This design comes from an exercise in tuning for small area, a short achievable clock period and few clock cycles per item on the open sky130 flow, not from production work. At most, simulation tests tie the RTL to the original design; equivalence was not proved.

==> run a <==
Design complex_multiplier, start of the top module:
module complex_multiplier #(
    parameter INT_WIDTH = 8,
    parameter FRAC_WIDTH = 8
) (
    input wire clk,
    input wire rst,
    input wire signed [INT_WIDTH+FRAC_WIDTH-1:0] a_real,
    input wire signed [INT_WIDTH+FRAC_WIDTH-1:0] a_imag,
    input wire signed [INT_WIDTH+FRAC_WIDTH-1:0] b_real,
    input wire signed [INT_WIDTH+FRAC_WIDTH-1:0] b_imag,
    output wire signed [INT_WIDTH+FRAC_WIDTH-1:0] out_real,
    output wire signed [INT_WIDTH+FRAC_WIDTH-1:0] out_imag,
    input wire start,
    output reg done
);
==> flow/config.mk <==
export PLATFORM = sky130hd
export DESIGN_NAME = complex_multiplier
export DESIGN_NICKNAME = complex_multiplier
export VERILOG_FILES = /design/flow/design.v
export SDC_FILE = /design/flow/constraint.sdc
export NUM_CORES = 4
export LEC_CHECK = 0
export CAP_MARGIN = 20
export CORE_MARGIN = 2
export CORE_UTILIZATION = 40
export SETUP_SLACK_MARGIN = 4.5
export SLEW_MARGIN = 20
export SYNTH_HIERARCHICAL = 1
export SYNTH_MINIMUM_KEEP_SIZE = 0
==> flow/constraint.sdc <==
create_clock -name core_clock -period 10.0 [get_ports {clk}]
set_input_delay 2.0000 -clock core_clock [delete_from_list [all_inputs] [get_ports {clk}]]
set_output_delay 2.0000 -clock core_clock [all_outputs]
set_load 0.01 [all_outputs]
standard.sh (not shown) runs the stock make flow with config.mk's settings and CLKGATE_MAP_FILE= SYNTH_SCRIPT=/design/flow/synth_recipe.tcl, a recipe that flattens the netlist after the stock synthesis.
==> flow/flow/run.sh <==
#!/bin/bash
# The standard layout (the standard.sh, standard synthesis unchanged), with two
# placement/resizer settings changed: the input and output ports get a plain buffer
# (buf_4) instead of the resizer's default pick, and the resizer may swap a cell for one
# of another footprint when it repairs timing.
set -euo pipefail
bash standard.sh BUFFER_PORTS_ARGS="-buffer_cell sky130_fd_sc_hd__buf_4" MATCH_CELL_FOOTPRINT=0 finish > layout.log 2>&1
==> inputs of run b, as changes to run a <==
--- a/flow/design.v
+++ b/flow/design.v
@@ -12,11 +12,11 @@
     output wire signed [INT_WIDTH+FRAC_WIDTH-1:0] out_imag,
     input wire start,
     output reg done
 );
   wire onen1, twon1;
-  cm_enc0 u1 (.y2(b_real[1]), .y1(b_real[0]), .onen(onen1), .twon(twon1));
+  cm_enc u1 (.y2(b_real[1]), .y1(b_real[0]), .y0(1'b0), .onen(onen1), .twon(twon1));
   wire negn2 = ~b_real[1];
   wire onen3, twon3;
   cm_enc u3 (.y2(b_real[3]), .y1(b_real[2]), .y0(b_real[1]), .onen(onen3), .twon(twon3));
   wire negn4 = ~b_real[3];
   wire onen5, twon5;
@@ -36,11 +36,11 @@
   wire negn14 = ~b_real[13];
   wire onen15, twon15;
   cm_enc u15 (.y2(b_real[15]), .y1(b_real[14]), .y0(b_real[13]), .onen(onen15), .twon(twon15));
   wire negn16 = ~b_real[15];
   wire onen17, twon17;
-  cm_enc0 u17 (.y2(b_imag[1]), .y1(b_imag[0]), .onen(onen17), .twon(twon17));
+  cm_enc u17 (.y2(b_imag[1]), .y1(b_imag[0]), .y0(1'b0), .onen(onen17), .twon(twon17));
   wire negn18 = ~b_imag[1];
   wire onen19, twon19;
   cm_enc u19 (.y2(b_imag[3]), .y1(b_imag[2]), .y0(b_imag[1]), .onen(onen19), .twon(twon19));
   wire negn20 = ~b_imag[3];
   wire onen21, twon21;
@@ -1081,50 +1081,56 @@
   cm_and2 u540 (.a(pp36), .b(g525), .y(g540));
   wire g541;
   cm_g u541 (.g1(g538), .p1(p539), .g0(g540), .g(g541));
   wire g542;
   cm_g u542 (.g1(g536), .p1(p537), .g0(g541), .g(g542));
-  wire inv543 = ~negn22;
-  wire inv544 = ~pp284;
+  wire s543, c543;
+  cm_ha u543 (.a(1'b1), .b(negn22), .s(s543), .co(c543));
+  wire s544, c544;
+  cm_ha u544 (.a(1'b1), .b(pp284), .s(s544), .co(c544));
   wire s545, c545;
-  cm_fa1 u545 (.a(negn24), .b(pp286), .s(s545), .co(c545));
+  cm_fa u545 (.a(1'b1), .b(negn24), .c(pp286), .s(s545), .co(c545));
   wire s546, c546;
   cm_ha u546 (.a(pp316), .b(pp346), .s(s546), .co(c546));
   wire s547, c547;
-  cm_fa1 u547 (.a(pp288), .b(pp318), .s(s547), .co(c547));
+  cm_fa u547 (.a(1'b1), .b(pp288), .c(pp318), .s(s547), .co(c547));
   wire s548, c548;
   cm_ha u548 (.a(pp348), .b(pp378), .s(s548), .co(c548));
-  wire inv549 = ~negn20;
-  wire inv550 = ~pp280;
+  wire s549, c549;
+  cm_ha u549 (.a(1'b1), .b(negn20), .s(s549), .co(c549));
+  wire s550, c550;
+  cm_ha u550 (.a(1'b1), .b(pp280), .s(s550), .co(c550));
   wire s551, c551;
-  cm_fa u551 (.a(inv543), .b(pp282), .c(pp312), .s(s551), .co(c551));
+  cm_fa u551 (.a(s543), .b(pp282), .c(pp312), .s(s551), .co(c551));
   wire s552, c552;
-  cm_fa u552 (.a(negn22), .b(pp314), .c(pp344), .s(s552), .co(c552));
+  cm_fa u552 (.a(c543), .b(pp314), .c(pp344), .s(s552), .co(c552));
   wire s553, c553;
-  cm_fa u553 (.a(pp376), .b(pp284), .c(s545), .s(s553), .co(c553));
+  cm_fa u553 (.a(pp376), .b(c544), .c(s545), .s(s553), .co(c553));
   wire s554, c554;
   cm_fa u554 (.a(c545), .b(c546), .c(s547), .s(s554), .co(c554));
-  wire inv555 = ~negn18;
-  wire inv556 = ~pp276;
+  wire s555, c555;
+  cm_ha u555 (.a(1'b1), .b(negn18), .s(s555), .co(c555));
+  wire s556, c556;
+  cm_ha u556 (.a(1'b1), .b(pp276), .s(s556), .co(c556));
   wire s557, c557;
-  cm_fa u557 (.a(inv549), .b(pp278), .c(pp308), .s(s557), .co(c557));
+  cm_fa u557 (.a(s549), .b(pp278), .c(pp308), .s(s557), .co(c557));
   wire s558, c558;
-  cm_fa u558 (.a(negn20), .b(pp310), .c(inv550), .s(s558), .co(c558));
+  cm_fa u558 (.a(c549), .b(pp310), .c(s550), .s(s558), .co(c558));
   wire s559, c559;
-  cm_fa u559 (.a(pp342), .b(pp280), .c(s551), .s(s559), .co(c559));
+  cm_fa u559 (.a(pp342), .b(c550), .c(s551), .s(s559), .co(c559));
   wire s560, c560;
-  cm_fa u560 (.a(c551), .b(inv544), .c(s552), .s(s560), .co(c560));
+  cm_fa u560 (.a(c551), .b(s544), .c(s552), .s(s560), .co(c560));
   wire s561, c561;
   cm_fa u561 (.a(c552), .b(s546), .c(s553), .s(s561), .co(c561));
   wire s562, c562;
   cm_fa u562 (.a(s548), .b(c553), .c(s554), .s(s562), .co(c562));
   wire p563, g563;
-  cm_ha u563 (.a(inv555), .b(pp274), .s(p563), .co(g563));
+  cm_ha u563 (.a(s555), .b(pp274), .s(p563), .co(g563));
   wire p564, g564;
-  cm_ha u564 (.a(negn18), .b(inv556), .s(p564), .co(g564));
+  cm_ha u564 (.a(c555), .b(s556), .s(p564), .co(g564));
   wire p565, g565;
-  cm_ha u565 (.a(pp276), .b(s557), .s(p565), .co(g565));
+  cm_ha u565 (.a(c556), .b(s557), .s(p565), .co(g565));
   wire p566, g566;
   cm_ha u566 (.a(c557), .b(s558), .s(p566), .co(g566));
   wire p567, g567;
   cm_ha u567 (.a(c558), .b(s559), .s(p567), .co(g567));
   wire p568, g568;
@@ -1198,24 +1204,25 @@
   wire s602, c602;
   cm_fa u602 (.a(pp306), .b(pp336), .c(pp366), .s(s602), .co(c602));
   wire s603, c603;
   cm_ha u603 (.a(pp396), .b(pp426), .s(s603), .co(c603));
   wire s604, c604;
-  cm_fa1 u604 (.a(pp128), .b(pp158), .s(s604), .co(c604));
+  cm_fa u604 (.a(1'b1), .b(pp128), .c(pp158), .s(s604), .co(c604));
   wire s605, c605;
   cm_fa u605 (.a(pp188), .b(pp216), .c(pp240), .s(s605), .co(c605));
   wire s606, c606;
   cm_fa u606 (.a(pp260), .b(pp338), .c(pp368), .s(s606), .co(c606));
   wire s607, c607;
-  cm_fa1 u607 (.a(pp100), .b(pp130), .s(s607), .co(c607));
+  cm_fa u607 (.a(1'b1), .b(pp100), .c(pp130), .s(s607), .co(c607));
   wire s608, c608;
   cm_fa u608 (.a(pp160), .b(pp190), .c(pp218), .s(s608), .co(c608));
   wire s609, c609;
   cm_ha u609 (.a(pp242), .b(pp262), .s(s609), .co(c609));
   wire s610, c610;
   cm_fa u610 (.a(pp132), .b(pp162), .c(pp192), .s(s610), .co(c610));
-  wire inv611 = ~pp134;
+  wire s611, c611;
+  cm_ha u611 (.a(1'b1), .b(pp134), .s(s611), .co(c611));
   wire s612, c612;
   cm_fa u612 (.a(c514), .b(c547), .c(c548), .s(s612), .co(c612));
   wire s613, c613;
   cm_fa u613 (.a(s582), .b(s583), .c(s584), .s(s613), .co(c613));
   wire s614, c614;
@@ -1317,11 +1324,11 @@
   wire s662, c662;
   cm_fa u662 (.a(pp248), .b(pp268), .c(pp406), .s(s662), .co(c662));
   wire s663, c663;
   cm_fa u663 (.a(pp436), .b(pp464), .c(pp488), .s(s663), .co(c663));
   wire s664, c664;
-  cm_fa1 u664 (.a(pp168), .b(pp198), .s(s664), .co(c664));
+  cm_fa u664 (.a(1'b1), .b(pp168), .c(pp198), .s(s664), .co(c664));
   wire s665, c665;
   cm_fa u665 (.a(pp226), .b(pp250), .c(pp270), .s(s665), .co(c665));
   wire s666, c666;
   cm_ha u666 (.a(pp408), .b(pp438), .s(s666), .co(c666));
   wire s667;
@@ -1397,17 +1404,17 @@
   wire s702, c702;
   cm_fa u702 (.a(c651), .b(s656), .c(c652), .s(s702), .co(c702));
   wire s703, c703;
   cm_fa u703 (.a(c653), .b(c654), .c(c655), .s(s703), .co(c703));
   wire s704, c704;
-  cm_fa u704 (.a(inv611), .b(s657), .c(s658), .s(s704), .co(c704));
+  cm_fa u704 (.a(s611), .b(s657), .c(s658), .s(s704), .co(c704));
   wire s705, c705;
   cm_fa u705 (.a(s659), .b(c656), .c(s660), .s(s705), .co(c705));
   wire s706, c706;
-  cm_fa u706 (.a(pp508), .b(c657), .c(c658), .s(s706), .co(c706));
+  cm_fa u706 (.a(pp508), .b(c611), .c(c657), .s(s706), .co(c706));
   wire s707, c707;
-  cm_fa u707 (.a(c659), .b(pp134), .c(s661), .s(s707), .co(c707));
+  cm_fa u707 (.a(c658), .b(c659), .c(s661), .s(s707), .co(c707));
   wire s708, c708;
   cm_fa u708 (.a(s662), .b(s663), .c(c660), .s(s708), .co(c708));
   wire s709, c709;
   cm_fa u709 (.a(pp466), .b(pp490), .c(pp510), .s(s709), .co(c709));
   wire s710, c710;
@@ -2637,24 +2644,25 @@
   wire s1322, c1322;
   cm_fa u1322 (.a(pp1207), .b(pp1227), .c(pp795), .s(s1322), .co(c1322));
   wire s1323, c1323;
   cm_ha u1323 (.a(pp825), .b(pp855), .s(s1323), .co(c1323));
   wire s1324, c1324;
-  cm_fa1 u1324 (.a(pp1067), .b(pp1097), .s(s1324), .co(c1324));
+  cm_fa u1324 (.a(1'b1), .b(pp1067), .c(pp1097), .s(s1324), .co(c1324));
   wire s1325, c1325;
   cm_fa u1325 (.a(pp1127), .b(pp1157), .c(pp1185), .s(s1325), .co(c1325));
   wire s1326, c1326;
   cm_fa u1326 (.a(pp1209), .b(pp1229), .c(pp827), .s(s1326), .co(c1326));
   wire s1327, c1327;
-  cm_fa1 u1327 (.a(pp1069), .b(pp1099), .s(s1327), .co(c1327));
+  cm_fa u1327 (.a(1'b1), .b(pp1069), .c(pp1099), .s(s1327), .co(c1327));
   wire s1328, c1328;
   cm_fa u1328 (.a(pp1129), .b(pp1159), .c(pp1187), .s(s1328), .co(c1328));
   wire s1329, c1329;
   cm_ha u1329 (.a(pp1211), .b(pp1231), .s(s1329), .co(c1329));
   wire s1330, c1330;
   cm_fa u1330 (.a(pp1101), .b(pp1131), .c(pp1161), .s(s1330), .co(c1330));
-  wire inv1331 = ~pp1103;
+  wire s1331, c1331;
+  cm_ha u1331 (.a(1'b1), .b(pp1103), .s(s1331), .co(c1331));
   wire s1332, c1332;
   cm_fa u1332 (.a(pp869), .b(pp899), .c(c1243), .s(s1332), .co(c1332));
   wire s1333, c1333;
   cm_fa u1333 (.a(c1273), .b(s1303), .c(s1304), .s(s1333), .co(c1333));
   wire s1334, c1334;
@@ -2756,11 +2764,11 @@
   wire s1382, c1382;
   cm_fa u1382 (.a(pp1217), .b(pp1237), .c(pp895), .s(s1382), .co(c1382));
   wire s1383, c1383;
   cm_fa u1383 (.a(pp925), .b(pp953), .c(pp977), .s(s1383), .co(c1383));
   wire s1384, c1384;
-  cm_fa1 u1384 (.a(pp1137), .b(pp1167), .s(s1384), .co(c1384));
+  cm_fa u1384 (.a(1'b1), .b(pp1137), .c(pp1167), .s(s1384), .co(c1384));
   wire s1385, c1385;
   cm_fa u1385 (.a(pp1195), .b(pp1219), .c(pp1239), .s(s1385), .co(c1385));
   wire s1386, c1386;
   cm_ha u1386 (.a(pp897), .b(pp927), .s(s1386), .co(c1386));
   wire s1387;
@@ -2836,17 +2844,17 @@
   wire s1422, c1422;
   cm_fa u1422 (.a(c1371), .b(s1376), .c(c1372), .s(s1422), .co(c1422));
   wire s1423, c1423;
   cm_fa u1423 (.a(c1373), .b(c1374), .c(c1375), .s(s1423), .co(c1423));
   wire s1424, c1424;
-  cm_fa u1424 (.a(inv1331), .b(s1377), .c(s1378), .s(s1424), .co(c1424));
+  cm_fa u1424 (.a(s1331), .b(s1377), .c(s1378), .s(s1424), .co(c1424));
   wire s1425, c1425;
   cm_fa u1425 (.a(s1379), .b(c1376), .c(s1380), .s(s1425), .co(c1425));
   wire s1426, c1426;
-  cm_fa u1426 (.a(pp997), .b(c1377), .c(c1378), .s(s1426), .co(c1426));
+  cm_fa u1426 (.a(pp997), .b(c1331), .c(c1377), .s(s1426), .co(c1426));
   wire s1427, c1427;
-  cm_fa u1427 (.a(c1379), .b(pp1103), .c(s1381), .s(s1427), .co(c1427));
+  cm_fa u1427 (.a(c1378), .b(c1379), .c(s1381), .s(s1427), .co(c1427));
   wire s1428, c1428;
   cm_fa u1428 (.a(s1382), .b(s1383), .c(c1380), .s(s1428), .co(c1428));
   wire s1429, c1429;
   cm_fa u1429 (.a(pp955), .b(pp979), .c(pp999), .s(s1429), .co(c1429));
   wire s1430, c1430;
@@ -3395,18 +3403,10 @@
   assign s = a ^ b;
 endmodule
 module cm_xn2 (input wire a, input wire b, output wire s);
   assign s = ~(a ^ b);
 endmodule
-module cm_fa1 (input wire a, input wire b, output wire s, output wire co);
-  assign s = ~(a ^ b);
-  assign co = a | b;
-endmodule
-module cm_enc0 (input wire y2, input wire y1, output wire onen, output wire twon);
-  assign onen = ~y1;
-  assign twon = ~(y2 & ~y1);
-endmodule
 module cm_g (input wire g1, input wire p1, input wire g0, output wire g);
   assign g = g1 | (p1 & g0);
 endmodule
 module cm_and2 (input wire a, input wire b, output wire y);
   assign y = a & b;
==> flow/run.sh (new file) <==
#!/bin/bash
# synth_recipe.tcl (not shown) runs the flow's synth.tcl, then flattens the netlist and writes it again
# the make line also repeats each setting of config.mk as NAME=value (left out here)
make -C /OpenROAD-flow-scripts/flow DESIGN_CONFIG=/design/flow/config.mk WORK_HOME=/design/flow/orfs CLKGATE_MAP_FILE= SYNTH_SCRIPT=/design/flow/synth_recipe.tcl finish
--- a/flow/config.mk
+++ b/flow/config.mk
@@ -6,9 +6,9 @@
 export NUM_CORES = 4
 export LEC_CHECK = 0
 export CAP_MARGIN = 20
 export CORE_MARGIN = 2
 export CORE_UTILIZATION = 40
-export SETUP_SLACK_MARGIN = 4.5
+export SETUP_SLACK_MARGIN = 5
 export SLEW_MARGIN = 20
 export SYNTH_HIERARCHICAL = 1
 export SYNTH_MINIMUM_KEEP_SIZE = 0
removed: flow/flow/run.sh
removed: flow/standard.sh
==> impl_metrics.env <==
export IMPL_post_cts_resize_count=546
export IMPL_wl_mm=94.6
export IMPL_required_ns=10.27
export IMPL_outcome="finished clean"
export IMPL_pg_comb_mw=7.65
export IMPL_grt_pass1_vias=20800
export IMPL_yosysSeqAreaShare_pct=9.57
# the run above: run b

==> impl_metrics.env <==
export IMPL_wl_mm=68.2
export IMPL_outcome="finished clean"
export IMPL_post_cts_resize_count=24
export IMPL_required_ns=10.26
# the run above: run a

Testbench counts of run b, summed over its fixed seeds: cycles 4,000, items 4,000.
Function not checked in run a: the RTL went through the layout flow alone.

what the ideal ports hide:
Ports are ideal in the flow. The routed layouts listed here were re-timed in OpenROAD. Step 1, drivers: a clkbuf_16 drives clk and a buf_2 each remaining input, both assumed. Step 2 moves the port delays by t, midway between the first and last clock arrival at a register: inputs arrive t later, outputs are due t later. That takes back most of the time a late clock gives input paths. Slacks: ideal / step 1 / step 2; pairs: ideal / step 1.
run | shift t [ns] | setup WS [ns] | worst hold slack (ns) | worst slew at a driven data input, ns
run a | 0.433 | 4.552 / 4.548 / 4.114 | 1.451 / 1.426 / 1.860 | 0.08
run b | 0.439 | 4.359 / 4.390 / 3.951 | 1.746 / 1.712 / 2.151 | 0.18
After both steps setup and hold are still met in every run listed. The setup slack of run a, which loses most, moves by -0.004 ns with the drivers and by -0.438 ns with both steps.
